This design comes from an exercise in tuning for a short achievable clock period and few clock cycles on the open sky130 flow, not from production work. In this exercise RTL edits were held to simulation tests only and were not proved equivalent to the original. Power is estimated from default activity; no workload was simulated.

==> flow/design.v <==
`default_nettype none
module as2650(
	input reset,
	output [12:0] adr,
	input [7:0] dbus_in,
	output [7:0] dbus_out,
	output oeb,
	output rw,
	output opreq,
	output wrp,
	output m_io,
	output d_c,
	input sense,
	output flag,
	input clk
);
	localparam F     = 5'd0;   
	localparam OP1   = 5'd1;   
	localparam REL1  = 5'd2;   
	localparam ABSH  = 5'd3;   
	localparam ABSL  = 5'd4;   
	localparam INDH  = 5'd5;   
	localparam INDL  = 5'd6;   
	localparam DATA  = 5'd7;   
	localparam WR    = 5'd8;   
	localparam IOR   = 5'd9;   
	localparam IOW   = 5'd10;  
	localparam IOWL  = 5'd11;  
	localparam MUL   = 5'd12;  
	localparam RETL  = 5'd13;  
	localparam BRT   = 5'd14;  
	localparam BRL   = 5'd15;  
	localparam BR2   = 5'd16;  
	localparam BIND1 = 5'd17;  
	localparam BIND2 = 5'd18;  
	localparam BX1   = 5'd19;  
	localparam BX2   = 5'd20;  
	localparam BXI1  = 5'd21;  
	localparam BXI2  = 5'd22;  
	localparam HALT  = 5'd23;
	localparam EX_NONE = 3'd0;
	localparam EX_ALU  = 3'd1;  
	localparam EX_ROT  = 3'd2;
	localparam EX_MISC = 3'd3;  
	localparam EX_MUL  = 3'd4;
	localparam EX_HALU = 3'd5;  
	reg [7:0] r0;
	reg [7:0] r1, r2, r3;
	reg [7:0] s1, s2, s3;
	reg [14:0] pc;
	reg [6:0] psu;
	reg psu7;
	reg [7:0] psl;
	reg [14:0] stack[7:0];
	reg [7:0] addr_buff;
	reg [1:0] idx_ctrl;
	reg [4:0] ph;
	reg [23:0] pho;  
	reg [2:0] ex;
	reg [7:0] ir;
	reg [7:0] holding;
	reg push_pend;        
	reg [14:0] ret_r;
	reg [11:0] mp_lo;
	reg [11:0] mp_hi;
	reg [12:0] r_addr;
	reg r_opreq, r_rw, r_oeb, r_m_io, r_d_c, r_wrp;
	reg [7:0] b_buf;
	assign adr = r_addr;
	assign opreq = r_opreq;
	assign rw = r_rw;
	assign oeb = r_oeb;
	assign m_io = r_m_io;
	assign d_c = r_d_c;
	assign wrp = r_wrp;
	assign flag = psu[6];
	assign dbus_out = b_buf;
	wire [7:0] d = dbus_in;
	wire [7:0] psu_full = {psu7, psu};
	function [7:0] regsel(input [1:0] n);
		regsel = n == 0 ? r0 : (n == 1 ? r1 : (n == 2 ? r2 : r3));
	endfunction
	function [1:0] cc_for(input [7:0] v);
		cc_for = v[7] ? 2'b10 : (v != 0 ? 2'b01 : 2'b00);
	endfunction
	task write_reg(input [1:0] n, input [7:0] v);
		begin
			case(n)
				2'd0: r0 <= v;
				2'd1: r1 <= v;
				2'd2: r2 <= v;
				2'd3: r3 <= v;
			endcase
		end
	endtask
	function [8:0] add8(input [7:0] a, input [7:0] b, input cin);
		reg [7:0] p, g, gg, pp, gn, pn;
		reg [8:0] c;
		integer i, l;
		begin
			p = a ^ b;
			g = a & b;
			gg = g;
			pp = p;
			for(l = 0; l < 3; l = l + 1) begin
				gn = gg;
				pn = pp;
				for(i = 0; i < 8; i = i + 1) begin
					if(i >= (1 << l)) begin
						gn[i] = gg[i] | (pp[i] & gg[i - (1 << l)]);
						pn[i] = pp[i] & pp[i - (1 << l)];
					end
				end
				gg = gn;
				pp = pn;
			end
			c[0] = cin;
			for(i = 0; i < 8; i = i + 1) c[i + 1] = gg[i] | (pp[i] & cin);
			add8 = {c[8], p ^ c[7:0]};
		end
	endfunction
	function [14:0] inc15(input [14:0] a);
		reg [14:0] c;
		integer i;
		begin
			for(i = 0; i < 15; i = i + 1) c[i] = &(a | ~((15'd1 << i) - 15'd1));
			inc15 = a ^ c;
		end
	endfunction
	function [14:0] dec15(input [14:0] a);
		reg [14:0] c;
		integer i;
		begin
			for(i = 0; i < 15; i = i + 1) c[i] = ~|(a & ((15'd1 << i) - 15'd1));
			dec15 = a ^ c;
		end
	endfunction
	reg [3:0] irs;
	wire [7:0] rn = ({8{irs[0]}} & r0) | ({8{irs[1]}} & r1) | ({8{irs[2]}} & r2) | ({8{irs[3]}} & r3);
	wire [14:0] r0_p1w = inc15({7'd0, r0});
	wire [14:0] r1_p1w = inc15({7'd0, r1});
	wire [14:0] r2_p1w = inc15({7'd0, r2});
	wire [14:0] r3_p1w = inc15({7'd0, r3});
	wire [14:0] r0_m1w = dec15({7'd0, r0});
	wire [14:0] r1_m1w = dec15({7'd0, r1});
	wire [14:0] r2_m1w = dec15({7'd0, r2});
	wire [14:0] r3_m1w = dec15({7'd0, r3});
	task step_reg(input [1:0] n, input up);
		begin
			case(n)
				2'd0: r0 <= up ? r0_p1w[7:0] : r0_m1w[7:0];
				2'd1: r1 <= up ? r1_p1w[7:0] : r1_m1w[7:0];
				2'd2: r2 <= up ? r2_p1w[7:0] : r2_m1w[7:0];
				2'd3: r3 <= up ? r3_p1w[7:0] : r3_m1w[7:0];
			endcase
		end
	endtask
	wire [14:0] rn_p1_w = inc15({7'd0, rn});
	wire [14:0] rn_m1_w = dec15({7'd0, rn});
	wire [7:0] rn_p1 = rn_p1_w[7:0];
	wire [7:0] rn_m1 = rn_m1_w[7:0];
	wire [2:0] sp = psu[2:0];
	wire [2:0] sp_m1 = sp - 3'd1;
	wire [14:0] stk_top = stack[sp_m1];
	wire [14:0] pc_p1 = inc15(pc);
	wire [14:0] pc_h1 = inc15({1'b0, pc[14:1]});
	wire [14:0] pc_p2 = {pc_h1[13:0], pc[0]};
	wire [14:0] pc_h3 = inc15({1'b0, pc_p1[14:1]});
	wire [14:0] pc_p3 = {pc_h3[13:0], pc_p1[0]};
	function reg_nz(input [3:0] h, input [7:0] v);
		reg_nz = h == 4'hD ? (v != 8'hFF) : (h == 4'hF ? (v != 8'h01) : (v != 8'h00));
	endfunction
	function is_regbr(input [3:0] h);
		is_regbr = h == 4'h5 || h == 4'h7 || h == 4'hD || h == 4'hF;
	endfunction
	function cc_taken(input [3:0] h, input [1:0] c);
		cc_taken = (h == 4'h1 || h == 4'h3) ? (c == 2'b11 || c == psl[7:6]) : (c != psl[7:6]);
	endfunction
	function is_call(input [3:0] h);
		is_call = h == 4'h3 || h == 4'h7 || h == 4'hB;
	endfunction
	wire [3:0] hi = ir[7:4];
	wire [3:0] nz_any = {r3 != 8'h00, r2 != 8'h00, r1 != 8'h00, r0 != 8'h00};
	wire [3:0] nz_inc = {r3 != 8'hFF, r2 != 8'hFF, r1 != 8'hFF, r0 != 8'hFF};
	wire [3:0] nz_dec = {r3 != 8'h01, r2 != 8'h01, r1 != 8'h01, r0 != 8'h01};
	wire ir_reg_nz = hi == 4'hD ? nz_inc[ir[1:0]] : (hi == 4'hF ? nz_dec[ir[1:0]] : nz_any[ir[1:0]]);
	wire br_taken = is_regbr(hi) ? ir_reg_nz : cc_taken(hi, ir[1:0]);
	wire ret_taken = ir[1:0] == 2'b11 || ir[1:0] == psl[7:6];
	wire [3:0] dhi = d[7:4];
	wire [7:0] rd = regsel(d[1:0]);
	wire d_reg_nz = dhi == 4'hD ? nz_inc[d[1:0]] : (dhi == 4'hF ? nz_dec[d[1:0]] : nz_any[d[1:0]]);
	wire d_taken = is_regbr(dhi) ? d_reg_nz : cc_taken(dhi, d[1:0]);
	wire d_ret_taken = d[1:0] == 2'b11 || d[1:0] == psl[7:6];
	wire d_branch = d[4] && d[3];
	wire d_zbr = d == 8'h9B || d == 8'hBB;
	wire d_bxa = d == 8'h9F || d == 8'hBF;
	wire d_uncond = (dhi == 4'h1 || dhi == 4'h3) && d[1:0] == 2'b11;
	wire d_ret = d[4] && !d[3] && (dhi == 4'h1 || dhi == 4'h3) && d[2];
	wire d_red = d[4] && !d[3] && (dhi == 4'h3 || dhi == 4'h7) && !d[2];
	wire d_wrt = d[4] && !d[3] && (dhi == 4'hB || dhi == 4'hF) && !d[2];
	wire d_rot = d[4] && !d[3] && (dhi == 4'h5 || dhi == 4'hD) && !d[2];
	wire d_misc1 = d == 8'h10 || d == 8'h11 || d == 8'h12 || d == 8'h13 ||
		d == 8'h91 || d == 8'h92 || d == 8'h93;
	wire d_mul = d == 8'h90;
	wire e_pend = ex != EX_NONE;
	wire br_defer = !d_uncond && e_pend;
	wire ret_defer = ex == EX_MISC || push_pend || (d[1:0] != 2'b11 && e_pend);
	reg [6:0] ob_lo;
	reg [5:0] ob_hi, ob_hi_p1, ob_hi_m1;
	wire [14:0] ob_hi_p1_w = inc15({9'd0, pc_p2[12:7]});
	wire [14:0] ob_hi_m1_w = dec15({9'd0, pc_p2[12:7]});
	wire [12:0] abs_base = {addr_buff[4:0], d};
	wire [14:0] r_addr_p1_w = inc15({2'b00, r_addr});
	wire [12:0] r_addr_p1 = r_addr_p1_w[12:0];
	function [7:0] idx_val(input [1:0] c);
		idx_val = c == 1 ? rn_p1 : (c == 2 ? rn_m1 : rn);
	endfunction
	wire [1:0] ind_idx = ir[3:2] == 2'b11 ? idx_ctrl : 2'b00;
	reg [7:0] idxv;
	reg [6:0] ab_p1_r;
	wire [14:0] d_p1_w = inc15({10'd0, d[4:0]});
	wire [4:0] ab_p1 = ab_p1_r[4:0];
	wire [6:0] ab7_p1 = ab_p1_r;
	wire is_store = ir[7:5] == 3'd6;
	wire [7:0] st_data = addr_buff[6:5] != 0 ? r0 : rn;
	wire push_early = is_call(hi) && ir != 8'hBB;
	wire [2:0] aop = ir[7:5];
	wire cin_add = psl[3] && psl[0];
	wire cin_sub = !psl[3] || psl[0];
	wire a_arith = aop == 3'd4 || aop == 3'd5 || aop == 3'd7;
	reg [7:0] a_res;
	always @(*) begin
		case(aop)
			3'd1: a_res = rn ^ d;
			3'd2: a_res = rn & d;
			3'd3: a_res = rn | d;
			default: a_res = d;
		endcase
	end
	function sum_zero(input [7:0] a, input [7:0] b, input ci);
		sum_zero = &((a ^ b) ~^ {a[6:0] | b[6:0], ci});
	endfunction
	wire is_add = aop == 3'd4;
	wire alu_ci = is_add ? cin_add : (aop == 3'd5 ? cin_sub : 1'b1);
	wire [7:0] h_b = is_add ? holding : ~holding;
	wire [8:0] h9;
	as2650_add8 u_h9(.a(rn), .b(h_b), .ci(alu_ci), .s(h9));
	wire [7:0] h_res = h9[7:0];
	wire h_zero = sum_zero(rn, h_b, alu_ci);
	wire [1:0] h_cc = {h9[7], !h9[7] && !h_zero};
	wire h_c = h9[8] && !(h_b == 8'hFF && alu_ci);
	wire [1:0] h_cmp = (psl[1] || rn[7] == holding[7]) ?
		(!h9[8] ? 2'b10 : (h_zero ? 2'b00 : 2'b01)) : (rn[7] ? 2'b10 : 2'b01);
	wire [1:0] a_dest = (ir[3:2] == 2'b11 && idx_ctrl != 0) ? 2'd0 : ir[1:0];
	wire z_arith = aop == 3'd4 || aop == 3'd5 || aop == 3'd7;
	wire [7:0] z_b = is_add ? rn : ~rn;
	wire [8:0] z9;
	as2650_add8 u_z9(.a(r0), .b(z_b), .ci(alu_ci), .s(z9));
	wire z_zero = sum_zero(r0, z_b, alu_ci);
	wire [1:0] z_cc = {z9[7], !z9[7] && !z_zero};
	wire z_c = z9[8] && !(z_b == 8'hFF && alu_ci);
	reg [7:0] z_logic;
	always @(*) begin
		case(aop)
			3'd1: z_logic = r0 ^ rn;
			3'd2: z_logic = r0 & rn;
			3'd3: z_logic = r0 | rn;
			default: z_logic = rn;
		endcase
	end
	wire [1:0] z_cmp = (psl[1] || r0[7] == rn[7]) ?
		(!z9[8] ? 2'b10 : (z_zero ? 2'b00 : 2'b01)) : (r0[7] ? 2'b10 : 2'b01);
	wire [8:0] mul_mid;
	as2650_add8 u_mul_mid(.a(mp_lo[11:4]), .b(mp_hi[7:0]), .ci(1'b0), .s(mul_mid));
	wire [14:0] mul_top1 = inc15({11'd0, mp_hi[11:8]});
	wire [15:0] mul_res = {mul_mid[8] ? mul_top1[3:0] : mp_hi[11:8], mul_mid[7:0], mp_lo[3:0]};
	wire [7:0] rrr = psl[3] ? {psl[0], rn[7:1]} : {rn[0], rn[7:1]};
	wire [7:0] rrl = psl[3] ? {rn[6:0], psl[0]} : {rn[6:0], rn[7]};
	task write_psl(input [7:0] v);
		begin
			psl <= v;
			if(v[4] != psl[4]) begin
				r1 <= s1; r2 <= s2; r3 <= s3;
				s1 <= r1; s2 <= r2; s3 <= r3;
			end
		end
	endtask
	task go(input [4:0] p);
		begin
			ph <= p;
			pho <= 24'd1 << p;
		end
	endtask
	task start_write(input [7:0] v);
		begin
			go(WR);
			r_rw <= 1;
			r_oeb <= 0;
			r_wrp <= 1;
			b_buf <= v;
		end
	endtask
	wire rel_mode = pho[REL1] || pho[BRT] || pho[BRL];
	wire x_idx = pho[ABSL] ? (!addr_buff[7] && addr_buff[6:5] != 0) : (pho[INDL] && ind_idx != 0);
	wire [7:0] x_lo = x_idx ? idxv : ((pho[BX2] && !addr_buff[7]) ? r3 : (rel_mode ? {1'b0, ob_lo} : 8'd0));
	wire [7:0] d_lo = rel_mode ? {1'b0, d[6:0]} : d;
	wire [8:0] sum_lo;
	as2650_add8 u_sum_lo(.a(x_lo), .b(d_lo), .ci(pho[REL1]), .s(sum_lo));
	wire [5:0] up_c0 = d[6] ? ob_hi_m1 : ob_hi;
	wire [5:0] up_c1 = d[6] ? ob_hi : ob_hi_p1;
	wire [12:0] rel_addr = {sum_lo[7] ? up_c1 : up_c0, sum_lo[6:0]};
	wire [14:0] abs_sum = {sum_lo[8] ? ab_p1_r : {2'b00, addr_buff[4:0]}, sum_lo[7:0]};
	wire [14:0] cat_pc = {addr_buff[6:0], d};
	wire [12:0] sum_addr = rel_mode ? rel_addr : abs_sum[12:0];
	wire brt_now = pho[BRT] || (pho[BRL] && br_taken);
	wire sel_sum = pho[REL1] || pho[ABSL] || pho[INDL] || pho[BR2] || pho[BX2] || pho[BXI2] || (brt_now && !ir[2]);
	wire f_skip = d_branch && !d_zbr && !d_bxa && !br_defer && !d_taken;
	wire f_ret = d_ret && !ret_defer && d_ret_taken;
	wire [14:0] f_pc = f_ret ? stk_top : (f_skip ? (d[2] ? pc_p3 : pc_p2) : pc_p1);
	reg [14:0] pc_nx;
	reg [12:0] r_addr_early;
	always @(*) begin
		pc_nx = pc;
		r_addr_early = r_addr;
		case(ph)
			F: begin
				pc_nx = f_pc;
			end
			OP1, ABSH, BX1, REL1, ABSL: begin
				pc_nx = pc_p1;
				r_addr_early = pc_p1[12:0];
			end
			DATA, IOR, WR, IOW, MUL: begin
				r_addr_early = pc[12:0];
			end
			INDH, BIND1, BXI1: begin
				r_addr_early = r_addr_p1;
			end
			RETL: begin
				pc_nx = ret_taken ? stk_top : pc;
				r_addr_early = ret_taken ? stk_top[12:0] : pc[12:0];
			end
			BRL, BRT: begin
				if(pho[BRL] && !br_taken) begin
					pc_nx = ir[2] ? pc_p2 : pc_p1;
					r_addr_early = ir[2] ? pc_p2[12:0] : pc_p1[12:0];
				end else begin
					pc_nx = (ir[2] || d[7]) ? pc_p1 : {2'b00, rel_addr};
					r_addr_early = pc_p1[12:0];
				end
			end
			BR2: begin
				pc_nx = addr_buff[7] ? pc_p1 : cat_pc;
			end
			BIND2: begin
				pc_nx = {2'b00, d[4:0], addr_buff};
			end
			BX2: begin
				pc_nx = addr_buff[7] ? pc_p1 : abs_sum;
			end
			BXI2: begin
				pc_nx = cat_pc;
			end
			default: ;
		endcase
	end
	wire [12:0] r_addr_nx = sel_sum ? sum_addr : (pho[BIND2] ? {d[4:0], addr_buff} : (pho[F] ? f_pc[12:0] : r_addr_early));
	task branch_taken;
		begin
			if(!ir[2]) begin
				if(push_early) begin
					push_pend <= 1;
					ret_r <= pc_p1;
				end
				if(d[7]) begin
					go(BIND1);
				end else begin
					go(F);
				end
			end else begin
				addr_buff <= d;
				ab_p1_r <= d_p1_w[6:0];
				go(BR2);
			end
		end
	endtask
	always @(posedge clk) begin
		if(reset) begin
			pc <= 0;
			r0 <= 0;
			r1 <= 0; r2 <= 0; r3 <= 0;
			s1 <= 0; s2 <= 0; s3 <= 0;
			psu <= 0;
			psu7 <= 0;
			psl <= 0;
			go(F);
			push_pend <= 0;
			ex <= EX_NONE;
			r_addr <= 0;
			r_opreq <= 1;
			r_rw <= 0;
			r_oeb <= 1;
			r_m_io <= 1;
			r_d_c <= 0;
			r_wrp <= 0;
			b_buf <= 0;
			idx_ctrl <= 0;
		end else if(ph != HALT) begin
			psu7 <= sense;
			pc <= pc_nx;
			r_addr <= r_addr_nx;
			push_pend <= 0;
			if(push_pend) begin
				stack[sp] <= ret_r;
				psu[2:0] <= sp + 3'd1;
			end
			case(ph)
			F: begin
				case(ex)
					EX_ALU: begin
						if(aop == 3'd6) begin  
							write_reg(ir[1:0], r0);
							psl[7:6] <= cc_for(r0);
						end else if(!z_arith) begin
							psl[7:6] <= cc_for(z_logic);
							r0 <= z_logic;
						end
					end
					EX_ROT: begin
						if(!ir[7]) begin
							if(psl[3]) begin
								psl[0] <= rn[0];
								psl[5] <= rn[6];
							end
							psl[7:6] <= cc_for(rrr);
							write_reg(ir[1:0], rrr);
						end else begin
							if(psl[3]) begin
								psl[0] <= rn[7];
								psl[5] <= rn[4];
							end
							psl[7:6] <= cc_for(rrl);
							write_reg(ir[1:0], rrl);
						end
					end
					EX_MISC: begin
						if(ir == 8'h91) begin
							r0 <= r1;
							write_reg(2'd1, r0);
						end else if(ir == 8'h10) begin
							r0 <= stk_top[7:0];
							write_reg(2'd1, {1'b0, stk_top[14:8]});
							psu[2:0] <= sp_m1;
						end else if(ir == 8'h11) begin
							stack[sp_m1][7:0] <= r0;
							stack[sp][14:8] <= r1[6:0];
							psu[2:0] <= sp + 3'd1;
						end else if(ir == 8'h12) begin
							r0 <= psu_full;
							psl[7:6] <= cc_for(r0);
						end else if(ir == 8'h13) begin
							r0 <= psl;
							psl[7:6] <= cc_for(r0);
						end else if(ir == 8'h92) begin
							psu <= r0[6:0];
						end else begin  
							write_psl(r0);
						end
					end
					EX_MUL: begin
						write_reg(2'd2, mul_res[7:0]);
						write_reg(2'd3, mul_res[15:8]);
					end
					default: ;
				endcase
				ir <= d;
				irs <= 4'b0001 << d[1:0];
				ob_lo <= pc_p2[6:0];
				ob_hi <= pc_p2[12:7];
				ob_hi_p1 <= ob_hi_p1_w[5:0];
				ob_hi_m1 <= ob_hi_m1_w[5:0];
				ex <= EX_NONE;
				go(F);
				if(d == 8'h40) begin  
					go(HALT);
					r_opreq <= 0;
				end else if(d[4] == 0) begin
					if(d[3:2] == 2'b00) begin
						ex <= d == 8'hC0 ? EX_NONE : EX_ALU;
					end else if(d[3:2] == 2'b01) begin
						go(OP1);
					end else if(d[3:2] == 2'b10) begin
						go(REL1);
					end else begin
						go(ABSH);
					end
				end else if(d_branch) begin
					if(d_zbr) begin
						go(BRT);
					end else if(d_bxa) begin
						go(BX1);
					end else if(br_defer) begin
						go(BRL);
					end else begin
						if(dhi == 4'hD || dhi == 4'hF) step_reg(d[1:0], !d[5]);
						if(d_taken) begin
							go(BRT);
						end else begin
						end
					end
				end else if(d_ret) begin
					if(ret_defer) begin
						go(RETL);
						r_opreq <= 0;
					end else if(d_ret_taken) begin
						psu[2:0] <= sp_m1;
						if(dhi == 4'h3) psu[5] <= 0;
					end
				end else if(d_red) begin
					go(IOR);
					r_m_io <= 0;
					r_d_c <= d[6];
				end else if(d_wrt) begin
					r_d_c <= d[6];
					if(e_pend) begin
						go(IOWL);
						r_opreq <= 0;
					end else begin
						go(IOW);
						r_m_io <= 0;
						r_rw <= 1;
						r_oeb <= 0;
						r_wrp <= 1;
						b_buf <= rd;
					end
				end else if(d_rot) begin
					ex <= EX_ROT;
				end else if(d_misc1) begin
					ex <= EX_MISC;
				end else if(d_mul) begin
					go(MUL);
					r_opreq <= 0;
				end else begin  
					go(OP1);
				end
			end
			OP1: begin
				go(F);
				if(!ir[4]) begin  
					if(a_arith) begin
						holding <= d;
						ex <= EX_HALU;
					end else begin
						psl[7:6] <= cc_for(a_res);
						write_reg(ir[1:0], a_res);
					end
				end else begin
					case(ir)
						8'h74: psu <= psu & ~d[6:0];
						8'h75: write_psl(psl & ~d);
						8'h76: psu <= psu | d[6:0];
						8'h77: write_psl(psl | d);
						8'hB4, 8'hB6: psl[7:6] <= (psu_full & d) == d ? 2'b00 : 2'b10;
						8'hB5, 8'hB7: psl[7:6] <= (psl & d) == d ? 2'b00 : 2'b10;
						8'hF4, 8'hF5, 8'hF6, 8'hF7: psl[7:6] <= (rn & d) == d ? 2'b00 : 2'b10;
						default: ;
					endcase
				end
			end
			DATA: begin
				go(F);
				if(a_arith) begin
					holding <= d;
					ex <= EX_HALU;
				end else begin
					psl[7:6] <= cc_for(a_res);
					write_reg(a_dest, a_res);
				end
			end
			IOR: begin
				go(F);
				r_m_io <= 1;
				write_reg(ir[1:0], d);
				psl[7:6] <= cc_for(d);
			end
			REL1: begin
				if(d[7]) begin
					go(INDH);
				end else if(is_store) begin
					start_write(st_data);
				end else begin
					go(DATA);
				end
			end
			ABSH: begin
				addr_buff <= d;
				ab_p1_r <= d_p1_w[6:0];
				idxv <= idx_val(d[6:5]);
				go(ABSL);
			end
			ABSL: begin
				idx_ctrl <= addr_buff[6:5];
				if(addr_buff[7]) begin
					go(INDH);
				end else begin
					if(addr_buff[6:5] != 0) write_reg(ir[1:0], idxv);
					if(is_store) start_write(st_data);
					else go(DATA);
				end
			end
			INDH: begin
				addr_buff <= d;
				ab_p1_r <= d_p1_w[6:0];
				go(INDL);
			end
			INDL: begin
				if(ind_idx != 0) write_reg(ir[1:0], idxv);
				if(is_store) start_write(st_data);
				else go(DATA);
			end
			WR, IOW: begin
				go(F);
				r_rw <= 0;
				r_oeb <= 1;
				r_wrp <= 0;
				r_m_io <= 1;
			end
			IOWL: begin
				go(IOW);
				r_opreq <= 1;
				r_m_io <= 0;
				r_rw <= 1;
				r_oeb <= 0;
				r_wrp <= 1;
				b_buf <= rn;
			end
			MUL: begin
				mp_lo <= r0 * r1[3:0];
				mp_hi <= r0 * r1[7:4];
				ex <= EX_MUL;
				go(F);
				r_opreq <= 1;
			end
			RETL: begin
				r_opreq <= 1;
				if(ret_taken) begin
					go(F);
					psu[2:0] <= sp_m1;
					if(hi == 4'h3) psu[5] <= 0;
				end else begin
					go(F);
				end
			end
			BRL: begin
				if(hi == 4'hD || hi == 4'hF) step_reg(ir[1:0], !ir[5]);
				if(!br_taken) go(F);
				else branch_taken;
			end
			BRT: begin
				branch_taken;
			end
			BR2: begin
				if(is_call(hi)) begin
					stack[sp] <= pc_p1;
					psu[2:0] <= sp + 3'd1;
				end
				if(addr_buff[7]) begin
					go(BIND1);
				end else begin
					go(F);
				end
			end
			BIND1: begin
				addr_buff <= d;
				ab_p1_r <= d_p1_w[6:0];
				go(BIND2);
			end
			BIND2: begin
				if(ir == 8'hBB) begin
					stack[sp] <= pc;
					psu[2:0] <= sp + 3'd1;
				end
				go(F);
			end
			BX1: begin
				addr_buff <= d;
				ab_p1_r <= d_p1_w[6:0];
				go(BX2);
			end
			BX2: begin
				if(ir[5]) begin  
					stack[sp] <= pc_p1;
					psu[2:0] <= sp + 3'd1;
				end
				if(addr_buff[7]) begin
					go(BXI1);
				end else begin
					go(F);
				end
			end
			BXI1: begin
				addr_buff <= d;
				ab_p1_r <= d_p1_w[6:0];
				go(BXI2);
			end
			BXI2: begin
				go(F);
			end
			default: ;
			endcase
			if(pho[F] && ex == EX_ALU && z_arith) begin
				if(aop == 3'd7) begin
					psl[7:6] <= z_cmp;
				end else begin
					psl[7:6] <= z_cc;
					r0 <= z9[7:0];
					psl[5] <= z9[4];
					psl[2] <= r0[7] == rn[7] && z9[7] != r0[7];
					psl[0] <= z_c;
				end
			end
			if(pho[F] && ex == EX_HALU) begin
				if(aop == 3'd7) begin
					psl[7:6] <= h_cmp;
				end else begin
					psl[7:6] <= h_cc;
					write_reg(a_dest, h_res);
					psl[5] <= h_res[4];
					psl[2] <= rn[7] == holding[7] && h_res[7] != rn[7];
					psl[0] <= h_c;
				end
			end
		end
	end
endmodule
module as2650_add8(
	input [7:0] a,
	input [7:0] b,
	input ci,
	output [8:0] s
);
	function [8:0] add8(input [7:0] a, input [7:0] b, input cin);
		reg [7:0] p, g, gg, pp, gn, pn;
		reg [8:0] c;
		integer i, l;
		begin
			p = a ^ b;
			g = a & b;
			gg = g;
			pp = p;
			for(l = 0; l < 3; l = l + 1) begin
				gn = gg;
				pn = pp;
				for(i = 0; i < 8; i = i + 1) begin
					if(i >= (1 << l)) begin
						gn[i] = gg[i] | (pp[i] & gg[i - (1 << l)]);
						pn[i] = pp[i] & pp[i - (1 << l)];
					end
				end
				gg = gn;
				pp = pn;
			end
			c[0] = cin;
			for(i = 0; i < 8; i = i + 1) c[i + 1] = gg[i] | (pp[i] & cin);
			add8 = {c[8], p ^ c[7:0]};
		end
	endfunction
	assign s = add8(a, b, ci);
endmodule
==> flow/run.sh <==
#!/bin/bash
# synth_recipe.tcl (not shown) runs the flow's synth.tcl, then flattens the netlist and writes it again
# the make line also repeats each setting of config.mk as NAME=value (left out here)
make -C /OpenROAD-flow-scripts/flow DESIGN_CONFIG=/design/flow/config.mk WORK_HOME=/design/flow/orfs CLKGATE_MAP_FILE= SYNTH_SCRIPT=/design/flow/synth_recipe.tcl finish
==> flow/config.mk <==
export PLATFORM = sky130hd
export DESIGN_NAME = as2650
export DESIGN_NICKNAME = as2650
export VERILOG_FILES = /design/flow/design.v
export SDC_FILE = /design/flow/constraint.sdc
export NUM_CORES = 4
export LEC_CHECK = 0
export ABC_CLOCK_PERIOD_IN_PS = 3000
export CAP_MARGIN = 20
export CORE_MARGIN = 2
export CORE_UTILIZATION = 40
export SETUP_SLACK_MARGIN = 4.5
export SLEW_MARGIN = 20
export SYNTH_HIERARCHICAL = 1
==> flow/constraint.sdc <==
create_clock -name core_clock -period 8.0 [get_ports {clk}]
set_input_delay 1.6000 -clock core_clock [delete_from_list [all_inputs] [get_ports {clk}]]
set_output_delay 1.6000 -clock core_clock [all_outputs]
set_load 0.01 [all_outputs]
==> results of run 1 <==
-- final timing paths --
path / startpoint / end / slack (ps) / depth (start not counted)
min reg2reg: r_oeb / r_oeb / 450 / 2
max: addr_buff[7] / pc[3] / 4000 / 16
min: r_oeb / r_oeb / 450 / 2
max reg2reg: addr_buff[7] / pc[3] / 4000 / 16
-- what timing repair did --
action | 4_1_cts | 5_1_grt
gates cloned | 11 | 2
setup buffers | 182 | 112
resized for setup | 404 | 307
endpoints found under the setup margin | 407 | 318
pin swaps | 108 | 158
-- layer usage --
layer  track usage (%)  part of all wire (%)
met2             57.47                    38
met1             54.50                    36
met4             30.78                   9.1
met5                 0                  0.19
met3             18.63                    16
-- kinds of logic after synthesis --
kind of cell               Yosys count  synth area share, %
xor gates and xnor gates           147                3.884
buffers and inverters              511                5.900
muxes                              193                7.123
AOI/OAI and AO/OA                 1340                26.86
other                                1              0.01131
adders and majority gates          184                7.580
and+or+nand+nor                   1427                20.02
DFF                                361                28.63
-- worst max-delay path, delay by kind of cell, from the launching register on --
family                   cells  cell delay (ps)
AO/OA/AOI/OAI                9             2230
AND/OR/NAND/NOR              3              500
flip-flops                   1              440
buffers and inverters        2              290
adder cells (fa/ha/maj)      1              230
multiplexers                 1              210
-- per-module statistics from Yosys, one instance, submodules excluded --
module,flops+latches,cells inside
as2650_add8,0,36
as2650,361,4020
-- final cells by class --
class	count	area [sq um]	area share, %
Multi-Input combinational cell	3296	24370	57.15
Timing Repair Buffer	502	4935	11.57
Clock inverter	26	441.7	1.035
Clock buffer	59	1252	2.936
Antenna cell	12	30.03	0.07040
Sequential cell	361	9553	22.40
Tap cell	1070	1339	3.139
Inverter	161	728.2	1.707
-- Yosys cell counts, types with 23 or more instances --
library cell	n
inv_1	143
xor2_1	43
nor2_1	392
a211oi_1	51
a22oi_1	46
o22ai_1	65
and2_1	48
a31oi_1	33
mux2_2	43
a221oi_1	52
nand2_1	465
xnor2_1	104
nor2b_1	47
edfxtp_1	226
o21bai_1	23
ha_1	156
a2111oi_0	30
o21ai_0	307
nand3_1	117
and3_1	54
o221ai_1	58
o211ai_1	54
nand4_1	26
mux4_2	30
nor3_1	122
a21oi_1	340
mux2i_1	120
buf_1	39
clkbuf_1	291
nor4_1	27
dfxtp_1	135
nand2b_1	24
fa_1	28
a221o_1	24
or3_1	27
-- registers in the layout, summed over array words and instances, names as in the netlist, 8 cells and up, named ones only --
name       count
mp_hi         12
idxv           8
r2             8
stack        120
b_buf          8
s3             8
r0             8
s2             8
s1             8
holding        8
pc            15
pho           10
mp_lo         12
addr_buff      8
r3             8
r_addr        13
ir             8
ret_r         15
r1             8
-- metrics by stage --
| stage | utilization (%) | worst slack, ps | cells |
|---|---|---|---|
| CTS | 49.15 | 4123 | 5360 |
| finish | 51.95 | 4000 | 5487 |
| detailed placement | 42.89 | 2292 | 5082 |
| floorplan | - | 4036 | 4165 |
| global route | 51.92 | 3901 | 5479 |
| global placement | 42.87 | 2364 | 5082 |
-- power by group --
group | switching, W | internal (W)
registers | 0.000408 | 0.00227
clock network | 0.000993 | 0.00141
logic | 0.00638 | 0.00348
total | 0.00778 | 0.00717
==> impl_metrics.tcl, run 1 <==
set metrics [dict create \
    outcome "finished clean" \
    path_cells "buf_4 > o21bai_4 > mux2i_4 > buf_6 > nand2_2 > o21ai_4 > ha_4 > a21oi_4 > and2b_2 > o21ai_2 > a21oi_4 > a222oi_1 > o221ai_1 > nor2_1 > o31ai_2 > a32o_1" \
    yosysSeqAreaShare_pct 28.63 \
    drv_slew 0 \
    viasPerCell 7.170 \
    root_buffer "clkbuf_16" \
    finalCritPeriodShare_pct 50.00 \
    skew_ps 28.95 \
    yosys.area.top_type_share_pct 20.47 \
    cp_max_fo 3 \
    max-slew-margin-rel_pct 19.64 \
    row_count 105 \
    ir_worst_vdd_uv 241.6 \
    critPathRequiredTime_ps 8530 \
    cts_tree "done" \
    drt_iter0_drc 7126 \
    clkLatencyLatePin_ps 660 \
    dp.final_hpwl_um 129600 \
    synth_cell_types 101 \
    postCtsHoldBufs 0 \
    hold_ws_ps 445.2 \
    worstPathArrival_ps 4530 \
    port_buffers 38 \
    timing.final.crit_period_ps 4000 \
    maxCapViolCount 0 \
    synth_area_leader_cell "edfxtp_1" \
    wl_um 191300 \
    die_width_um 291.9 \
    min_path_type "reg2reg" \
    grt-ovfl-total 0 \
    antenna_found_initial 12 \
    synth_area_leaders "edfxtp_1 20%, dfxtp_1 8.2%, ha_1 5.9%" \
    area_growth_pct 28.68 \
    finalSetupViolations 0 \
    synth-seq-cells 361 \
    die_h_um 291.9 \
    worst_path_most_repeated_cell "a21oi_4" \
    worst_pin_slew_ps 1199 \
    syn_avg_cell_area_sq_um 7.960 \
    post-route-drc-count 0 \
    grt_pass1_wl_um 266200 \
    num-nets-final 4565 \
    hold_violations 0 \
    synth_edf_count 226 \
    gp_congestion 1.098 \
    fill_cells 7580 \
    fmax_mhz 250.0 \
    power.leakage_nw 15.67 \
    num_io_pins 39 \
    drtAntennaViolNets 0 \
    syn_inst 4164 \
    async_flop_share_pct 0 \
    clock_path_buffers 3 \
    die_area_sq_mm 0.08519 \
    ys_warn_count 8 \
    vias 39340 \
    clock-sinks 361 \
    end_kind "flip-flop" \
    dr.pass1.iters 13 \
    grt_max_degree 58 \
    track_usage_pct 42.93 \
    cpPeakStageDelay_ps 880 \
    rsz0062_at_grt "yes" \
    synth_area_sq_mm 0.03315 \
    layout.cells.most_common_list "437 x nand2_1, 360 x nor2_1, 346 x buf_4" \
    htree_levels 2 \
    grt_pass1_vias 35950 \
    final_common_cell "nand2_1" \
    placed_cell_area_sq_mm 0.03522 \
    start_kind "flip-flop" \
    power_density_mw_per_mm2 350.4 \
    finalInstanceArea_sq_mm 0.04265 \
    core_region_area_sq_mm 0.08211 \
    wl_per_cell_um 34.86 \
    numCtsBuffers 48 \
    dominantRegCellSynth "edfxtp_1" \
    clk_pin_slew_ps 60 \
    start_util_pct 40.37 \
    layout-drive-gt1-share_pct 24.88 \
    finalPower_w 0.01495 \
    path_class "reg2reg" \
    fin_setup_tns_ps 0 \
    critical_path.slowest_cell "a222oi_1" \
]
Testbench counts, summed over its fixed seeds: cycles 21,343.
==> run 2: changes to the inputs <==
--- a/flow/design.v
+++ b/flow/design.v
@@ -189,7 +189,10 @@
 	wire [3:0] dhi = d[7:4];
 	wire [7:0] rd = regsel(d[1:0]);
 	wire d_reg_nz = dhi == 4'hD ? nz_inc[d[1:0]] : (dhi == 4'hF ? nz_dec[d[1:0]] : nz_any[d[1:0]]);
-	wire d_taken = is_regbr(dhi) ? d_reg_nz : cc_taken(dhi, d[1:0]);
+	wire [3:0] cc_eq = {psl[7:6] == 2'd3, psl[7:6] == 2'd2, psl[7:6] == 2'd1, psl[7:6] == 2'd0};
+	wire [3:0] cc_t = cc_eq | 4'b1000;
+	wire d_taken = d[6] ? (d[7] ? (d[5] ? nz_dec[d[1:0]] : nz_inc[d[1:0]]) : nz_any[d[1:0]]) :
+		(d[7] ? !cc_eq[d[1:0]] : cc_t[d[1:0]]);
 	wire d_ret_taken = d[1:0] == 2'b11 || d[1:0] == psl[7:6];
 	wire d_branch = d[4] && d[3];
 	wire d_zbr = d == 8'h9B || d == 8'hBB;
@@ -301,8 +304,8 @@
 		end
 	endtask
 	wire rel_mode = pho[REL1] || pho[BRT] || pho[BRL];
-	wire x_idx = pho[ABSL] ? (!addr_buff[7] && addr_buff[6:5] != 0) : (pho[INDL] && ind_idx != 0);
-	wire [7:0] x_lo = x_idx ? idxv : ((pho[BX2] && !addr_buff[7]) ? r3 : (rel_mode ? {1'b0, ob_lo} : 8'd0));
+	reg [7:0] xlo_r;
+	wire [7:0] x_lo = xlo_r;
 	wire [7:0] d_lo = rel_mode ? {1'b0, d[6:0]} : d;
 	wire [8:0] sum_lo;
 	as2650_add8 u_sum_lo(.a(x_lo), .b(d_lo), .ci(pho[REL1]), .s(sum_lo));
@@ -407,6 +410,7 @@
 			idx_ctrl <= 0;
 		end else if(ph != HALT) begin
 			psu7 <= sense;
+			xlo_r <= 8'd0;
 			pc <= pc_nx;
 			r_addr <= r_addr_nx;
 			push_pend <= 0;
@@ -476,6 +480,7 @@
 				ir <= d;
 				irs <= 4'b0001 << d[1:0];
 				ob_lo <= pc_p2[6:0];
+				xlo_r <= {1'b0, pc_p2[6:0]};
 				ob_hi <= pc_p2[12:7];
 				ob_hi_p1 <= ob_hi_p1_w[5:0];
 				ob_hi_m1 <= ob_hi_m1_w[5:0];
@@ -593,6 +598,7 @@
 				end
 			end
 			ABSH: begin
+				xlo_r <= (d[7] || d[6:5] == 2'b00) ? 8'd0 : idx_val(d[6:5]);
 				addr_buff <= d;
 				ab_p1_r <= d_p1_w[6:0];
 				idxv <= idx_val(d[6:5]);
@@ -609,6 +615,7 @@
 				end
 			end
 			INDH: begin
+				xlo_r <= ind_idx != 0 ? idxv : 8'd0;
 				addr_buff <= d;
 				ab_p1_r <= d_p1_w[6:0];
 				go(INDL);
@@ -683,6 +690,7 @@
 				go(F);
 			end
 			BX1: begin
+				xlo_r <= d[7] ? 8'd0 : r3;
 				addr_buff <= d;
 				ab_p1_r <= d_p1_w[6:0];
 				go(BX2);
==> impl_metrics.tcl, run 2 <==
set metrics [dict create \
    skew_ps 29.40 \
    synth.most_common_cell "nand2_1" \
    top_layer_used "met5" \
    max-slew-margin-rel_pct 23.62 \
    track_usage_pct 43.34 \
    largest_register_ffs 120 \
    synth_area_leaders "edfxtp_1 21%, dfxtp_1 8.2%, ha_1 6.9%" \
    postCtsHoldBufs 0 \
    clkLatencyLatePin_ps 650 \
    grt-ovfl-total 0 \
    area_growth_pct 29.40 \
    synth_cell_types 102 \
    ys_warn_count 8 \
    antenna_found_initial 14 \
    wl_um 193300 \
    post-place-cells 5010 \
    largestRegisters "stack (120), pc (15), ret_r (15)" \
    rsz0062_at_grt "yes" \
    setup_ws_ps 4312 \
    htree_levels 2 \
    clock-sinks 362 \
    synth_area_sq_mm 0.03304 \
    drv_slew 0 \
    start_kind "input pin" \
    pre_cts_slack_ps 2204 \
    cts_tree "done" \
    dr.pass1.iters 10 \
    post-route-drc-count 0 \
    clock_path_buffers 3 \
    grt_max_degree 56 \
    syn_avg_cell_area_sq_um 8.098 \
    path_class "in2reg" \
    yosys.area.top_type_share_pct 20.63 \
    layout-drive-gt1-share_pct 24.64 \
    placed_cell_area_sq_mm 0.03553 \
    die_width_um 291.4 \
    vias 38710 \
    dp.final_hpwl_um 127900 \
    drtAntennaViolNets 0 \
    fmax_mhz 271.1 \
    finalCritPeriodShare_pct 46.10 \
    ir_worst_vdd_uv 258.3 \
    met1_length_um 68210 \
    die_h_um 291.4 \
    start_util_pct 40.30 \
    grt_pass1_vias 35270 \
    num-nets-final 4475 \
    clk_pin_slew_ps 60 \
    hold_violations 0 \
    core_region_area_sq_mm 0.08198 \
    power.leakage_nw 15.76 \
    fin_setup_tns_ps 0 \
    gp_congestion 1.079 \
    critPathRequiredTime_ps 8520 \
    synth_edf_count 227 \
    dominantRegCellSynth "edfxtp_1" \
    layout.cells.most_common_list "395 x nand2_1, 345 x nor2_1, 301 x buf_4" \
    timing.final.crit_period_ps 3688 \
    synth-seq-cells 362 \
    numCtsBuffers 49 \
    die_area_sq_mm 0.08491 \
    dr_wl_met3_um 29310 \
    wl_per_cell_um 35.97 \
    finalSetupViolations 0 \
    final_cells 5372 \
    yosysSeqAreaShare_pct 28.81 \
    final_common_cell "nand2_1" \
    worst_pin_slew_ps 1141 \
    syn_inst 4080 \
    num_io_pins 39 \
    outcome "finished clean" \
    finalInstanceArea_sq_mm 0.04275 \
    drt_iter0_drc 6701 \
    wl_met2_um 76400 \
    cp_max_fo 7 \
    async_flop_share_pct 0 \
    port_buffers 38 \
    row_count 105 \
    min_path_type "reg2reg" \
    maxCapViolCount 0 \
    worstPathArrival_ps 4200 \
    synth_area_leader_cell "edfxtp_1" \
    viasPerCell 7.205 \
    root_buffer "clkbuf_16" \
    hold_ws_ps 457.6 \
    grt_pass1_wl_um 266600 \
    yosys-top-cells-count "436 x nand2_1, 388 x nor2_1, 322 x o21ai_0" \
    end_kind "flip-flop" \
    power_density_mw_per_mm2 382.6 \
    top_register "stack" \
]
-- run 2: path summary, 6_finish.rpt --
check | startpoint | slack (ps) | cells after the start | end
worst max-delay path | dbus_in[0] | 4310 | 15 | r_addr[1]
worst min register to register | pho[4] | 460 | 2 | pho[4]
worst max register to register | r3[4] | 4330 | 13 | r0[4]
worst min-delay path | pho[4] | 460 | 2 | pho[4]
-- run 2: routing by layer --
layer | up-vias | GRT usage, %
met5 | - | 0
met4 | 10 | 32.64
met3 | 1106 | 15.65
met2 | 3477 | 60.93
met1 | 18400 | 54.03
li1 | 15710 | -
-- run 2: area by class of cell --
| type | count | area (sq um) |
|---|---|---|
| diodes | 8 | 20.02 |
| clock buffers | 66 | 1381 |
| clock inverters | 25 | 281.5 |
| fillers | 7679 | 39230 |
| inverters | 153 | 688.2 |
| multi-input cells | 3227 | 24490 |
| flip-flops and latches | 362 | 9594 |
| well taps | 1070 | 1339 |
| repair buffers | 461 | 4959 |
-- run 2: cells by family (layout without fill, tap and decap cells) --
family,after synthesis,after routing,synth area share [%]
xor+xnor,150,150,3.976
simple gates,1341,1341,18.91
fa+ha+maj,210,210,8.589
compound gates,1347,1349,27.40
mux,175,175,6.487
flops,362,362,28.81
other cells,1,10,0.01135
buf+inv,494,705,5.817
-- run 2: report_power, final --
part	internal, W	switching [W]	leakage, nW	total (W)
logic	0.00404	0.00724	11.8	0.0113
registers	0.00229	0.000444	3.19	0.00274
clock network	0.00132	0.00101	0.783	0.00233
-- run 2: critical path: stages --
cell,delay [ps]
buf_12,120
buf_12,120
buf_12,130
ha_4,190
and3_4,190
a21o_1,190
a21oi_4,220
nor2b_4,270
buf_6,120
a21o_4,180
buf_4,140
mux2i_1,170
mux2i_1,130
a221oi_1,310
a21oi_1,120
-- run 2: what timing repair did --
item,4_1_cts,5_1_grt
gates cloned,12,6
endpoints found under the hold margin,0,0
setup buffers,128,117
resized for setup,346,274
pin swaps,70,136
setup endpoints to repair,400,263
-- run 2: Yosys stat by module, one instance, submodules excluded --
module | area, sq um | cells inside | flops+latches
as2650_add8 | 305.3 | 36 | 0
as2650 | 31820 | 3936 | 362
-- run 2: stage by stage --
step / power (W) / utilization (%)
CTS: 0.01466 / 49.08
global placement: 0.01131 / 43.32
global route: 0.01656 / 52.13
floorplan: 0.007774 / -
finish: 0.01636 / 52.15
detailed placement: 0.01131 / 43.34
Testbench counts of run 2, summed over its fixed seeds: cycles 21,343.
==> run 3: changes to the inputs <==
--- a/flow/design.v
+++ b/flow/design.v
@@ -38,6 +38,7 @@
 	localparam BXI1  = 5'd21;  
 	localparam BXI2  = 5'd22;  
 	localparam HALT  = 5'd23;
+	localparam MUL2  = 5'd24;  
 	localparam EX_NONE = 3'd0;
 	localparam EX_ALU  = 3'd1;  
 	localparam EX_ROT  = 3'd2;
@@ -55,12 +56,13 @@
 	reg [7:0] addr_buff;
 	reg [1:0] idx_ctrl;
 	reg [4:0] ph;
-	reg [23:0] pho;  
+	reg [24:0] pho;  
 	reg [2:0] ex;
 	reg [7:0] ir;
 	reg [7:0] holding;
 	reg push_pend;        
 	reg [14:0] ret_r;
+	reg [9:0] pp0, pp1, pp2, pp3;
 	reg [11:0] mp_lo;
 	reg [11:0] mp_hi;
 	reg [12:0] r_addr;
@@ -291,7 +293,7 @@
 	task go(input [4:0] p);
 		begin
 			ph <= p;
-			pho <= 24'd1 << p;
+			pho <= 25'd1 << p;
 		end
 	endtask
 	task start_write(input [7:0] v);
@@ -316,58 +318,80 @@
 	wire [14:0] cat_pc = {addr_buff[6:0], d};
 	wire [12:0] sum_addr = rel_mode ? rel_addr : abs_sum[12:0];
 	wire brt_now = pho[BRT] || (pho[BRL] && br_taken);
-	wire sel_sum = pho[REL1] || pho[ABSL] || pho[INDL] || pho[BR2] || pho[BX2] || pho[BXI2] || (brt_now && !ir[2]);
+	wire sel_sum = pho[REL1] || pho[ABSL] || pho[INDL] || pho[BX2] || pho[BXI2] || (brt_now && !ir[2]);
 	wire f_skip = d_branch && !d_zbr && !d_bxa && !br_defer && !d_taken;
 	wire f_ret = d_ret && !ret_defer && d_ret_taken;
-	wire [14:0] f_pc = f_ret ? stk_top : (f_skip ? (d[2] ? pc_p3 : pc_p2) : pc_p1);
-	reg [14:0] pc_nx;
+	wire [14:0] f_pc = ({15{f_ret}} & stk_top) | ({15{f_skip && d[2]}} & pc_p3) |
+		({15{f_skip && !d[2]}} & pc_p2) | ({15{!f_ret && !f_skip}} & pc_p1);
+	reg [7:0] hi_tmp;
+	wire sel_pc_sum = (brt_now && !ir[2] && !d[7]) || (pho[BX2] && !addr_buff[7]);
+	wire [14:0] pc_sum = rel_mode ? {2'b00, rel_addr} : abs_sum;
+	wire sel_pc_cat = (pho[BR2] && !hi_tmp[7]) || pho[BXI2];
+	wire [14:0] pc_cat = pho[BR2] ? {hi_tmp[6:0], d} : {addr_buff[6:0], d};
+	reg [14:0] pc_early;
 	reg [12:0] r_addr_early;
 	always @(*) begin
-		pc_nx = pc;
+		pc_early = pc;
 		r_addr_early = r_addr;
 		case(ph)
-			F: begin
-				pc_nx = f_pc;
-			end
 			OP1, ABSH, BX1, REL1, ABSL: begin
-				pc_nx = pc_p1;
+				pc_early = pc_p1;
 				r_addr_early = pc_p1[12:0];
 			end
-			DATA, IOR, WR, IOW, MUL: begin
+			DATA, IOR, WR, IOW, MUL, MUL2: begin
 				r_addr_early = pc[12:0];
 			end
 			INDH, BIND1, BXI1: begin
 				r_addr_early = r_addr_p1;
 			end
 			RETL: begin
-				pc_nx = ret_taken ? stk_top : pc;
+				pc_early = ret_taken ? stk_top : pc;
 				r_addr_early = ret_taken ? stk_top[12:0] : pc[12:0];
 			end
 			BRL, BRT: begin
 				if(pho[BRL] && !br_taken) begin
-					pc_nx = ir[2] ? pc_p2 : pc_p1;
+					pc_early = ir[2] ? pc_p2 : pc_p1;
 					r_addr_early = ir[2] ? pc_p2[12:0] : pc_p1[12:0];
 				end else begin
-					pc_nx = (ir[2] || d[7]) ? pc_p1 : {2'b00, rel_addr};
+					pc_early = pc_p1;
 					r_addr_early = pc_p1[12:0];
 				end
 			end
-			BR2: begin
-				pc_nx = addr_buff[7] ? pc_p1 : cat_pc;
-			end
-			BIND2: begin
-				pc_nx = {2'b00, d[4:0], addr_buff};
-			end
-			BX2: begin
-				pc_nx = addr_buff[7] ? pc_p1 : abs_sum;
-			end
-			BXI2: begin
-				pc_nx = cat_pc;
+			BR2, BX2: begin
+				pc_early = pc_p1;
 			end
 			default: ;
 		endcase
 	end
-	wire [12:0] r_addr_nx = sel_sum ? sum_addr : (pho[BIND2] ? {d[4:0], addr_buff} : (pho[F] ? f_pc[12:0] : r_addr_early));
+	wire pc_sel_rest = !(pho[F] || sel_pc_sum || sel_pc_cat || pho[BIND2]);
+	wire [14:0] pc_nx = ({15{pho[F]}} & f_pc) | ({15{sel_pc_sum}} & pc_sum) | ({15{sel_pc_cat}} & pc_cat) |
+		({15{pho[BIND2]}} & {2'b00, d[4:0], addr_buff}) | ({15{pc_sel_rest}} & pc_early);
+	wire ra_sel_rest = !(pho[F] || sel_sum || pho[BIND2] || pho[BR2]);
+	wire [12:0] r_addr_nx = ({13{pho[F]}} & f_pc[12:0]) | ({13{sel_sum}} & sum_addr) |
+		({13{pho[BIND2]}} & {d[4:0], addr_buff}) | ({13{pho[BR2]}} & {hi_tmp[4:0], d}) |
+		({13{ra_sel_rest}} & r_addr_early);
+	wire e_zalu = pho[F] && ex == EX_ALU;
+	wire e_halu = pho[F] && ex == EX_HALU;
+	wire cc_r0 = (e_zalu && aop == 3'd6) || (pho[F] && ex == EX_MISC && (ir == 8'h12 || ir == 8'h13));
+	wire cc_zl = e_zalu && !z_arith && aop != 3'd6;
+	wire cc_zc = e_zalu && aop == 3'd7;
+	wire cc_za = e_zalu && z_arith && aop != 3'd7;
+	wire cc_rot = pho[F] && ex == EX_ROT;
+	wire cc_hc = e_halu && aop == 3'd7;
+	wire cc_ha = e_halu && aop != 3'd7;
+	wire cc_al = ((pho[OP1] && !ir[4]) || pho[DATA]) && !a_arith;
+	wire cc_tu = pho[OP1] && (ir == 8'hB4 || ir == 8'hB6);
+	wire cc_tl = pho[OP1] && (ir == 8'hB5 || ir == 8'hB7);
+	wire cc_tm = pho[OP1] && ir[7:2] == 6'b111101;
+	wire cc_io = pho[IOR];
+	wire cc_we = cc_r0 || cc_zl || cc_zc || cc_za || cc_rot || cc_hc || cc_ha || cc_al || cc_tu || cc_tl || cc_tm || cc_io;
+	wire [1:0] cc_nx = ({2{cc_r0}} & cc_for(r0)) | ({2{cc_zl}} & cc_for(z_logic)) | ({2{cc_zc}} & z_cmp) |
+		({2{cc_za}} & z_cc) | ({2{cc_rot}} & cc_for(ir[7] ? rrl : rrr)) | ({2{cc_hc}} & h_cmp) |
+		({2{cc_ha}} & h_cc) | ({2{cc_al}} & cc_for(a_res)) |
+		({2{cc_tu}} & ((psu_full & d) == d ? 2'b00 : 2'b10)) |
+		({2{cc_tl}} & ((psl & d) == d ? 2'b00 : 2'b10)) |
+		({2{cc_tm}} & ((rn & d) == d ? 2'b00 : 2'b10)) |
+		({2{cc_io}} & cc_for(d));
 	task branch_taken;
 		begin
 			if(!ir[2]) begin
@@ -381,8 +405,6 @@
 					go(F);
 				end
 			end else begin
-				addr_buff <= d;
-				ab_p1_r <= d_p1_w[6:0];
 				go(BR2);
 			end
 		end
@@ -411,22 +433,20 @@
 		end else if(ph != HALT) begin
 			psu7 <= sense;
 			xlo_r <= 8'd0;
+			hi_tmp <= d;
 			pc <= pc_nx;
 			r_addr <= r_addr_nx;
 			push_pend <= 0;
-			if(push_pend) begin
-				stack[sp] <= ret_r;
-				psu[2:0] <= sp + 3'd1;
-			end
+			if(push_pend) psu[2:0] <= sp + 3'd1;
 			case(ph)
 			F: begin
 				case(ex)
 					EX_ALU: begin
 						if(aop == 3'd6) begin  
 							write_reg(ir[1:0], r0);
-							psl[7:6] <= cc_for(r0);
+							;  
 						end else if(!z_arith) begin
-							psl[7:6] <= cc_for(z_logic);
+							;  
 							r0 <= z_logic;
 						end
 					end
@@ -436,14 +456,14 @@
 								psl[0] <= rn[0];
 								psl[5] <= rn[6];
 							end
-							psl[7:6] <= cc_for(rrr);
+							;  
 							write_reg(ir[1:0], rrr);
 						end else begin
 							if(psl[3]) begin
 								psl[0] <= rn[7];
 								psl[5] <= rn[4];
 							end
-							psl[7:6] <= cc_for(rrl);
+							;  
 							write_reg(ir[1:0], rrl);
 						end
 					end
@@ -456,15 +476,13 @@
 							write_reg(2'd1, {1'b0, stk_top[14:8]});
 							psu[2:0] <= sp_m1;
 						end else if(ir == 8'h11) begin
-							stack[sp_m1][7:0] <= r0;
-							stack[sp][14:8] <= r1[6:0];
 							psu[2:0] <= sp + 3'd1;
 						end else if(ir == 8'h12) begin
 							r0 <= psu_full;
-							psl[7:6] <= cc_for(r0);
+							;  
 						end else if(ir == 8'h13) begin
 							r0 <= psl;
-							psl[7:6] <= cc_for(r0);
+							;  
 						end else if(ir == 8'h92) begin
 							psu <= r0[6:0];
 						end else begin  
@@ -556,7 +574,7 @@
 						holding <= d;
 						ex <= EX_HALU;
 					end else begin
-						psl[7:6] <= cc_for(a_res);
+						;  
 						write_reg(ir[1:0], a_res);
 					end
 				end else begin
@@ -565,9 +583,9 @@
 						8'h75: write_psl(psl & ~d);
 						8'h76: psu <= psu | d[6:0];
 						8'h77: write_psl(psl | d);
-						8'hB4, 8'hB6: psl[7:6] <= (psu_full & d) == d ? 2'b00 : 2'b10;
-						8'hB5, 8'hB7: psl[7:6] <= (psl & d) == d ? 2'b00 : 2'b10;
-						8'hF4, 8'hF5, 8'hF6, 8'hF7: psl[7:6] <= (rn & d) == d ? 2'b00 : 2'b10;
+						8'hB4, 8'hB6: ;  
+						8'hB5, 8'hB7: ;  
+						8'hF4, 8'hF5, 8'hF6, 8'hF7: ;  
 						default: ;
 					endcase
 				end
@@ -578,7 +596,7 @@
 					holding <= d;
 					ex <= EX_HALU;
 				end else begin
-					psl[7:6] <= cc_for(a_res);
+					;  
 					write_reg(a_dest, a_res);
 				end
 			end
@@ -586,7 +604,7 @@
 				go(F);
 				r_m_io <= 1;
 				write_reg(ir[1:0], d);
-				psl[7:6] <= cc_for(d);
+				;  
 			end
 			REL1: begin
 				if(d[7]) begin
@@ -642,8 +660,15 @@
 				b_buf <= rn;
 			end
 			MUL: begin
-				mp_lo <= r0 * r1[3:0];
-				mp_hi <= r0 * r1[7:4];
+				pp0 <= r0 * r1[1:0];
+				pp1 <= r0 * r1[3:2];
+				pp2 <= r0 * r1[5:4];
+				pp3 <= r0 * r1[7:6];
+				go(MUL2);
+			end
+			MUL2: begin
+				mp_lo <= {2'b00, pp0} + {pp1, 2'b00};
+				mp_hi <= {2'b00, pp2} + {pp3, 2'b00};
 				ex <= EX_MUL;
 				go(F);
 				r_opreq <= 1;
@@ -667,11 +692,12 @@
 				branch_taken;
 			end
 			BR2: begin
+				addr_buff <= hi_tmp;
 				if(is_call(hi)) begin
-					stack[sp] <= pc_p1;
-					psu[2:0] <= sp + 3'd1;
+					push_pend <= 1;
+					ret_r <= pc_p1;
 				end
-				if(addr_buff[7]) begin
+				if(hi_tmp[7]) begin
 					go(BIND1);
 				end else begin
 					go(F);
@@ -684,8 +710,8 @@
 			end
 			BIND2: begin
 				if(ir == 8'hBB) begin
-					stack[sp] <= pc;
-					psu[2:0] <= sp + 3'd1;
+					push_pend <= 1;
+					ret_r <= pc;
 				end
 				go(F);
 			end
@@ -697,8 +723,8 @@
 			end
 			BX2: begin
 				if(ir[5]) begin  
-					stack[sp] <= pc_p1;
-					psu[2:0] <= sp + 3'd1;
+					push_pend <= 1;
+					ret_r <= pc_p1;
 				end
 				if(addr_buff[7]) begin
 					go(BXI1);
@@ -716,11 +742,12 @@
 			end
 			default: ;
 			endcase
+			if(cc_we) psl[7:6] <= cc_nx;
 			if(pho[F] && ex == EX_ALU && z_arith) begin
 				if(aop == 3'd7) begin
-					psl[7:6] <= z_cmp;
+					;  
 				end else begin
-					psl[7:6] <= z_cc;
+					;  
 					r0 <= z9[7:0];
 					psl[5] <= z9[4];
 					psl[2] <= r0[7] == rn[7] && z9[7] != r0[7];
@@ -729,9 +756,9 @@
 			end
 			if(pho[F] && ex == EX_HALU) begin
 				if(aop == 3'd7) begin
-					psl[7:6] <= h_cmp;
+					;  
 				end else begin
-					psl[7:6] <= h_cc;
+					;  
 					write_reg(a_dest, h_res);
 					psl[5] <= h_res[4];
 					psl[2] <= rn[7] == holding[7] && h_res[7] != rn[7];
@@ -740,6 +767,14 @@
 			end
 		end
 	end
+	wire e_push = pho[F] && ex == EX_MISC && ir == 8'h11;
+	always @(posedge clk) begin
+		if(push_pend) stack[sp] <= ret_r;
+		if(e_push) begin
+			stack[sp_m1][7:0] <= r0;
+			stack[sp][14:8] <= r1[6:0];
+		end
+	end
 endmodule
 module as2650_add8(
 	input [7:0] a,
==> impl_metrics.tcl, run 3 <==
set metrics [dict create \
    clkLatencyLatePin_ps 660 \
    syn_avg_cell_area_sq_um 8.370 \
    endpoint "r_addr[12]" \
    antenna_found_initial 12 \
    holdPathStages 0 \
    synth_area_leader_cell "edfxtp_1" \
    htree_levels 2 \
    start_kind "input pin" \
    vias 37400 \
    worst_pin_slew_ps 1309 \
    setup_ws_ps 4356 \
    pre_cts_slack_ps 2802 \
    largestRegisters "stack (120), pc (15), ret_r (15)" \
    num-nets-final 4472 \
    synth.most_common_cell "nand2_1" \
    dominantRegCellSynth "edfxtp_1" \
    synth-seq-cells 412 \
    die_h_um 299.3 \
    hold_ws_ps 416.8 \
    num_io_pins 39 \
    yosysSeqAreaShare_pct 31.51 \
    core_region_area_sq_mm 0.08662 \
    drtAntennaViolNets 0 \
    max-slew-margin-rel_pct 11.79 \
    clock-sinks 412 \
    finalPower_w 0.01579 \
    worstPathArrival_ps 4150 \
    finalCritPeriodShare_pct 45.55 \
    die_width_um 299.3 \
    port_buffers 38 \
    final_cells 5462 \
    largest_register_ffs 120 \
    syn_inst 4167 \
    drt_iter0_drc 6226 \
    final_common_cell "nand2_1" \
    r2r_cells 9 \
    layout-drive-gt1-share_pct 19.66 \
    gp_congestion 1.052 \
    maxCapViolCount 0 \
    synth_area_sq_mm 0.03488 \
    yosys.area.top_type_share_pct 23.59 \
    skew_ps 48.94 \
    wl_per_cell_um 32.66 \
    grt_pass1_vias 33830 \
    area_growth_pct 20.48 \
    drv_slew 0 \
    die_area_sq_mm 0.08958 \
    async_flop_share_pct 0 \
    synth_edf_count 274 \
    clk_pin_slew_ps 60 \
    dr.pass1.iters 12 \
    synth_cell_types 122 \
    path_class "in2reg" \
    cts_tree "done" \
    start_util_pct 40.27 \
    critPathRequiredTime_ps 8500 \
    grt_pass1_wl_um 249200 \
    outcome "finished clean" \
    layout.cells.most_common_list "437 x nand2_1, 398 x nor2_1, 325 x o21ai_0" \
    viasPerCell 6.847 \
    dp.final_hpwl_um 122500 \
    grt-ovfl-total 0 \
    wl_um 178400 \
    track_usage_pct 38.15 \
    end_kind "flip-flop" \
    ys_warn_count 8 \
    finalSetupViolations 0 \
    cp_max_fo 6 \
    ir_worst_vdd_uv 230.5 \
    min_path_type "reg2reg" \
    fmax_mhz 274.4 \
    rsz0062_at_grt "yes" \
    fin_setup_tns_ps 0 \
    yosys-top-cells-count "453 x nand2_1, 417 x nor2_1, 358 x o21ai_0" \
    hold_violations 0 \
    clock_path_buffers 3 \
    timing.final.crit_period_ps 3644 \
    r2r-end "r0[2]" \
    power_density_mw_per_mm2 375.8 \
    post-route-drc-count 0 \
    post-place-cells 5185 \
    top_register "stack" \
    root_buffer "clkbuf_16" \
    row_count 108 \
    power.leakage_nw 15.41 \
    r2r_start "ir[3]" \
    grt_max_degree 49 \
    synth_area_leaders "edfxtp_1 24%, dfxtp_1 7.9%, ha_1 6.9%" \
    r2r_slack_ps 4370 \
    startpoint "dbus_in[4]" \
    numCtsBuffers 53 \
]
[run 3: cell types whose count changed in the layout (fill, tap and decap cells not counted), moves of 25 or more]
cell / delta
a21oi_2: -32
and3_1: -25
buf_12: -45
edfxtp_1: +47
nand2_1: +42
nor2_1: +53
o211ai_1: -25
o21ai_0: +54
[run 3: routing by layer]
metal,vias up,track usage [%],share of wire [%]
met1,17940,50.47,38
met5,-,0,0.034
met3,717,13.96,15
met2,3029,53.43,40
li1,15710,-,-
met4,10,21.45,7.4
[run 3: how the worst min path moves through the flow]
stage          slack [ps]        to   start
3_3_place_gp          400  mp_lo[0]  pp0[0]
2_1_floorplan         400  mp_hi[0]  pp2[0]
6_report              420  mp_hi[0]  pp2[0]
5_1_grt               430  mp_hi[0]  pp2[0]
4_1_cts               420  mp_hi[0]  pp2[0]
3_5_place_dp          410  mp_hi[0]  pp2[0]
[run 3: metrics by stage]
step | util [%] | instance area [sq um]
floorplan | - | 35220
global placement | 42.41 | 36740
detailed placement | 42.43 | 36750
CTS | 46.67 | 40430
global route | 48.50 | 42010
finish | 48.51 | 42020
[run 3: layout make-up]
cell class              count  area [sq um]
repair buffers            369          3356
clock inverters            40         339.1
fillers                  8261         44600
inverters                 157         666.9
flip-flops and latches    412         11010
multi-input cells        3265         23830
diodes                      4         10.01
well taps                1155          1445
clock buffers              60          1363
[run 3: kinds of logic after synthesis]
| family | Yosys count | share of synthesized area, % |
|---|---|---|
| muxes | 215 | 7.368 |
| xor gates and xnor gates | 177 | 4.545 |
| AOI/OAI and AO/OA | 1326 | 25.42 |
| other | 1 | 0.01075 |
| DFF | 412 | 31.51 |
| and+or+nand+nor | 1340 | 17.90 |
| buffers and inverters | 493 | 5.754 |
| adders and majority gates | 203 | 7.497 |
[run 3: modules after synthesis, one instance, submodules excluded]
module | times used | area (sq um)
as2650 | 1 | 33660
as2650_add8 | 4 | 305.3
[run 3: report_power, final]
group	internal [W]	total (W)	switching, W
Combinational	0.00363	0.0104	0.00677
Sequential	0.00257	0.00298	0.000412
Clock	0.00131	0.00241	0.00110
[run 3: timing repair]
item,4_1_cts,5_1_grt
cloned,5,2
hold buffers,0,0
pin swaps,57,74
setup buffers,85,80
gates resized for setup,263,183
setup endpoints to repair,276,182
[run 3: worst max-delay path: stages]
cell,delay (ps)
buf_12,100
buf_12,120
ha_4,240
and3_4,140
a221o_1,400
xor2_2,220
buf_4,150
buf_6,130
mux2i_1,180
nand2_1,60
a21oi_1,130
a21oi_1,90
a22oi_1,400
a311oi_1,190
Testbench counts of run 3, summed over its fixed seeds: cycles 21,388.

## re-timing with driven ports
In the flow no input, the clock included, has a driving cell. The finished layouts below were timed again as built, in two steps. Step 1, drivers: a clkbuf_16 drives clk and a buf_2 each remaining input, both assumed. Step 2 adds t to the input delays and takes it off the output delays; t is the mean of the earliest and latest rising clock arrival at the registers after step 1. Input paths then give back, and output paths get back, about the clock's delay inside the block. a / b / c = ideal / step 1 / step 2; a / b = the first two.
run | t (ns) | setup WS [ns] | worst setup path at the end | clock arrival spread, ns | cell pins on the clock port's net
run 1 | 0.713 | 4.000 / 4.000 / 3.370 | input to register | 0.029 / 0.030 | 1
run 2 | 0.702 | 4.312 / 4.282 / 3.579 | input to register | 0.030 / 0.029 | 1
run 3 | 0.709 | 4.356 / 4.366 / 3.670 | input to register | 0.052 / 0.052 | 1
After both steps setup and hold are still met in every run listed. The setup slack of run 2, which loses most, moves by -0.030 ns with the drivers and by -0.733 ns with both steps.
